Source: an optimization exercise on an open RTL-to-GDS flow (aim: small area). Production flows keep margins and buffers that such runs may drop.
Where RTL was checked, it was by simulation tests only, not by an equivalence proof against the original.
The clock port is modelled as an ideal driver, which makes a skipped or thinned clock tree look cheaper than it is; a real chip needs a root buffer or a tree.
Power figures rest on the tool's default switching activity, not on a simulated workload.

==> flow/design.v <==
module i2s(
    input               rst_i,
    input               mck_i,
    input               lrck_i,
    input               bck_i,
    input               data_i,
    output              mck_o,
    output              lrck_o,
    output              data_o,
    output reg          sdo,
    output reg          sync
);
assign  mck_o = mck_i;
assign  lrck_o = lrck_i;
assign  data_o = data_i;
reg     lr1;
reg     d0;
always @(negedge bck_i) begin
    lr1 <= rst_i & lrck_i;
    d0 <= data_i;
end
localparam [1:0] CMD = 2'd0, D1 = 2'd2, D2 = 2'd3, IDLE = 2'd1;
localparam [7:0] FB = 8'b00101101;
reg         lr2;
reg [6:0]   dl;
reg [31:0]  sh;
reg [1:0]   ph;
reg [2:0]   k;       
reg         f;
wire start = lr1 ^ lr2;
wire load = !rst_i || start;
wire trans = k == 3'd1;     
wire data = ph == D1 || ph == D2;
wire pu = f & ~lr1;
wire dbit = f ? ~lr1 : sh[31];
wire cbit = pu ? (k == 3'd4 || k == 3'd0)
               : (k == 3'd6 || (trans && !lr1));
always @(posedge bck_i) begin
    lr2 <= lr1;
    dl <= {dl[5] ^ (ph == CMD && trans), dl[4:0], d0};   
    if (data)
        sh <= {sh[30:16], sh[15] & ~f, sh[14:0], dl[6]};
    if (load) begin
        k <= 3'd2;
        ph <= CMD;
    end
    else begin
        k <= {k[1:0], FB[k]};
        if (trans)
            case (ph)
                CMD: ph <= D1;
                D1: ph <= D2;
                D2: ph <= IDLE;
                default: ph <= IDLE;
            endcase
    end
    if (!rst_i)
        f <= 1'b1;
    else if (start && !lr1)
        f <= 1'b0;
    if (rst_i) begin
        sync <= !start && ph == IDLE;
        sdo <= data ? dbit : (ph == CMD && cbit);
    end
end
endmodule
clock: 10.0 ns
lec_check: 0
cap_margin: 20
core_margin: 2
core_utilization: 40
slew_margin: 20
standard.sh (not shown) runs the stock make flow with config.mk's settings and CLKGATE_MAP_FILE= SYNTH_SCRIPT=/design/flow/synth_recipe.tcl, a recipe that flattens the netlist after the stock synthesis.
==> flow/flow/run.sh <==
#!/bin/bash
# The standard layout (standard.sh), with these changes:
#  - ports are buffered with buf_1 instead of the default clkdlybuf4s50_1;
#  - the clock tree is a flat one (flow/flat_cts.tcl): the clock port drives
#    4 sky130_fd_sc_hd__clkbuf_4 cells, each driving a cluster of nearby clock sinks;
#  - power recovery (downsizing off the critical paths) after global routing,
#    followed by another design repair (flow/post_grt.tcl).
# make's output goes to standard.log, each step's log to orfs/logs/.
set -euo pipefail
export BUFFER_PORTS_ARGS="-buffer_cell sky130_fd_sc_hd__buf_1"
export PRE_CTS_TCL="$PWD/flow/flat_cts.tcl"
export POST_GLOBAL_ROUTE_TCL="$PWD/flow/post_grt.tcl"
export FLAT_CTS_N=4
export FLAT_CTS_CELL=sky130_fd_sc_hd__clkbuf_4
export FLAT_CTS_NET=bck_i
export FLAT_CTS_KEEP_INVERTERS=0
export FLAT_CTS_UNBUFFER=1
export RECOVER_POWER=0
bash standard.sh > standard.log 2>&1
Other scripts of this flow, unchanged in this note and not shown: flow/flow/flat_cts.tcl, flow/flow/post_grt.tcl
Change:
--- a/flow/design.v
+++ b/flow/design.v
@@ -20,5 +20,5 @@
     d0 <= data_i;
 end
-localparam [1:0] CMD = 2'd0, D1 = 2'd2, D2 = 2'd3, IDLE = 2'd1;
+localparam [1:0] CMD = 2'd1, D1 = 2'd0, D2 = 2'd2, IDLE = 2'd3;
 localparam [7:0] FB = 8'b00101101;
 reg         lr2;
@@ -30,17 +30,17 @@
 wire start = lr1 ^ lr2;
 wire load = !rst_i || start;
-wire trans = k == 3'd1;     
+wire trans = k == 3'd0;     
 wire data = ph == D1 || ph == D2;
 wire pu = f & ~lr1;
 wire dbit = f ? ~lr1 : sh[31];
-wire cbit = pu ? (k == 3'd4 || k == 3'd0)
-               : (k == 3'd6 || (trans && !lr1));
+wire cbit = pu ? (k == 3'd6 || k == 3'd4)
+               : (k == 3'd7 || (trans && !lr1));
 always @(posedge bck_i) begin
     lr2 <= lr1;
-    dl <= {dl[5] ^ (ph == CMD && trans), dl[4:0], d0};   
+    dl <= {dl[5:0], d0};
     if (data)
-        sh <= {sh[30:16], sh[15] & ~f, sh[14:0], dl[6]};
+        sh <= {sh[30:16], sh[15] & ~f, sh[14:0], dl[6] ^ (ph == D1 && k == 3'd1)};
     if (load) begin
-        k <= 3'd2;
+        k <= 3'd1;
         ph <= CMD;
     end
Outcome:
- The new run produced a clean layout
- global-route usage increases by 0.15 points
- final cell count shrinks by 1.4%
- die area hardly moves
- synthesized area barely changes
- sequential share of layout area went down by 0.39 points
- clock skew stays flat
- via count rose by 1.4%
No functional check of the RTL was part of any run of this note. In every run of this note, the design's own scripts or RTL, not TritonCTS, make the clock network.

========
Starts from the design.v that is shown in full above.
Settings: LEC_CHECK=0, CAP_MARGIN=20, CORE_MARGIN=2, CORE_UTILIZATION=40, SLEW_MARGIN=20; clock period 10.0 ns.
==> flow/flow/run.sh <==
#!/bin/bash
# The standard layout (standard.sh), with these changes:
#  - ports are buffered with buf_1 instead of the default clkdlybuf4s50_1;
#  - the clock tree is a flat one (flow/flat_cts.tcl): the clock port drives
#    4 sky130_fd_sc_hd__clkbuf_4 cells, each driving a cluster of nearby clock sinks;
#  - power recovery (downsizing off the critical paths) after global routing,
#    followed by another design repair (flow/post_grt.tcl).
# make's output goes to standard.log, each step's log to orfs/logs/.
set -euo pipefail
export BUFFER_PORTS_ARGS="-buffer_cell sky130_fd_sc_hd__buf_1"
export PRE_CTS_TCL="$PWD/flow/flat_cts.tcl"
export POST_GLOBAL_ROUTE_TCL="$PWD/flow/post_grt.tcl"
export FLAT_CTS_N=4
export FLAT_CTS_CELL=sky130_fd_sc_hd__clkbuf_4
export FLAT_CTS_NET=bck_i
export FLAT_CTS_KEEP_INVERTERS=0
export RECOVER_POWER=0
bash standard.sh > standard.log 2>&1
Other scripts of this flow, unchanged in this note and not shown: flow/flow/flat_cts.tcl, flow/flow/post_grt.tcl
Change:
==> flow/design.v (replaced) <==
module i2s(
    input               rst_i,
    input               mck_i,
    input               lrck_i,
    input               bck_i,
    input               data_i,
    output              mck_o,
    output              lrck_o,
    output              data_o,
    output reg          sdo,
    output reg          sync
);
assign  mck_o = mck_i;
assign  lrck_o = lrck_i;
assign  data_o = data_i;
reg     lr1;
reg     d0;
always @(negedge bck_i) begin
    lr1 <= rst_i & lrck_i;
    d0 <= data_i;
end
reg         lr2;
reg [6:0]   dl;
reg [31:0]  sh;
reg [1:0]   ph;      
reg [2:0]   k;       
reg         f;
wire start = lr1 ^ lr2;
wire load = !rst_i || start;
wire trans = k == 3'd2;     
wire pu = f & ~lr1;
wire dbit = f ? ~lr1 : sh[31];
wire cbit = pu ? (k == 3'd0 || k == 3'd1)
               : (k == 3'd4 || (trans && !lr1));
always @(posedge bck_i) begin
    lr2 <= lr1;
    dl <= {dl[5:0], d0};
    if (ph[1])
        sh <= {sh[30:16], sh[15] & ~f, sh[14:0], dl[6] ^ (ph[0] && k == 3'd5)};
    if (load) begin
        k <= 3'd5;
        ph <= 2'b01;
    end
    else begin
        k <= {k[1:0], k[2] ^ (k[1] | ~k[0])};
        ph <= {ph[1] ^ (trans & (ph[1] ^ ph[0])), ph[0] & ~(trans & ph[1])};
    end
    if (!rst_i)
        f <= 1'b1;
    else if (start && !lr1)
        f <= 1'b0;
    if (rst_i) begin
        sync <= ~(start | ph[1] | ph[0]);
        sdo <= ph[1] ? dbit : (ph[0] & cbit);
    end
end
endmodule
Hold slack stays flat.
Worst setup slack loses 0.023 ns.
Clock power is lower by 3.1%.
Global-route usage is higher by 0.18 points.
Total power shrinks by 1.0%.
Wire length is higher by about 1.6%.
Cell area goes up by about 1.3%.
The RTL of the first run of this note was laid out without a check of its function. In every run of this note, the design's own scripts or RTL, not TritonCTS, make the clock network.
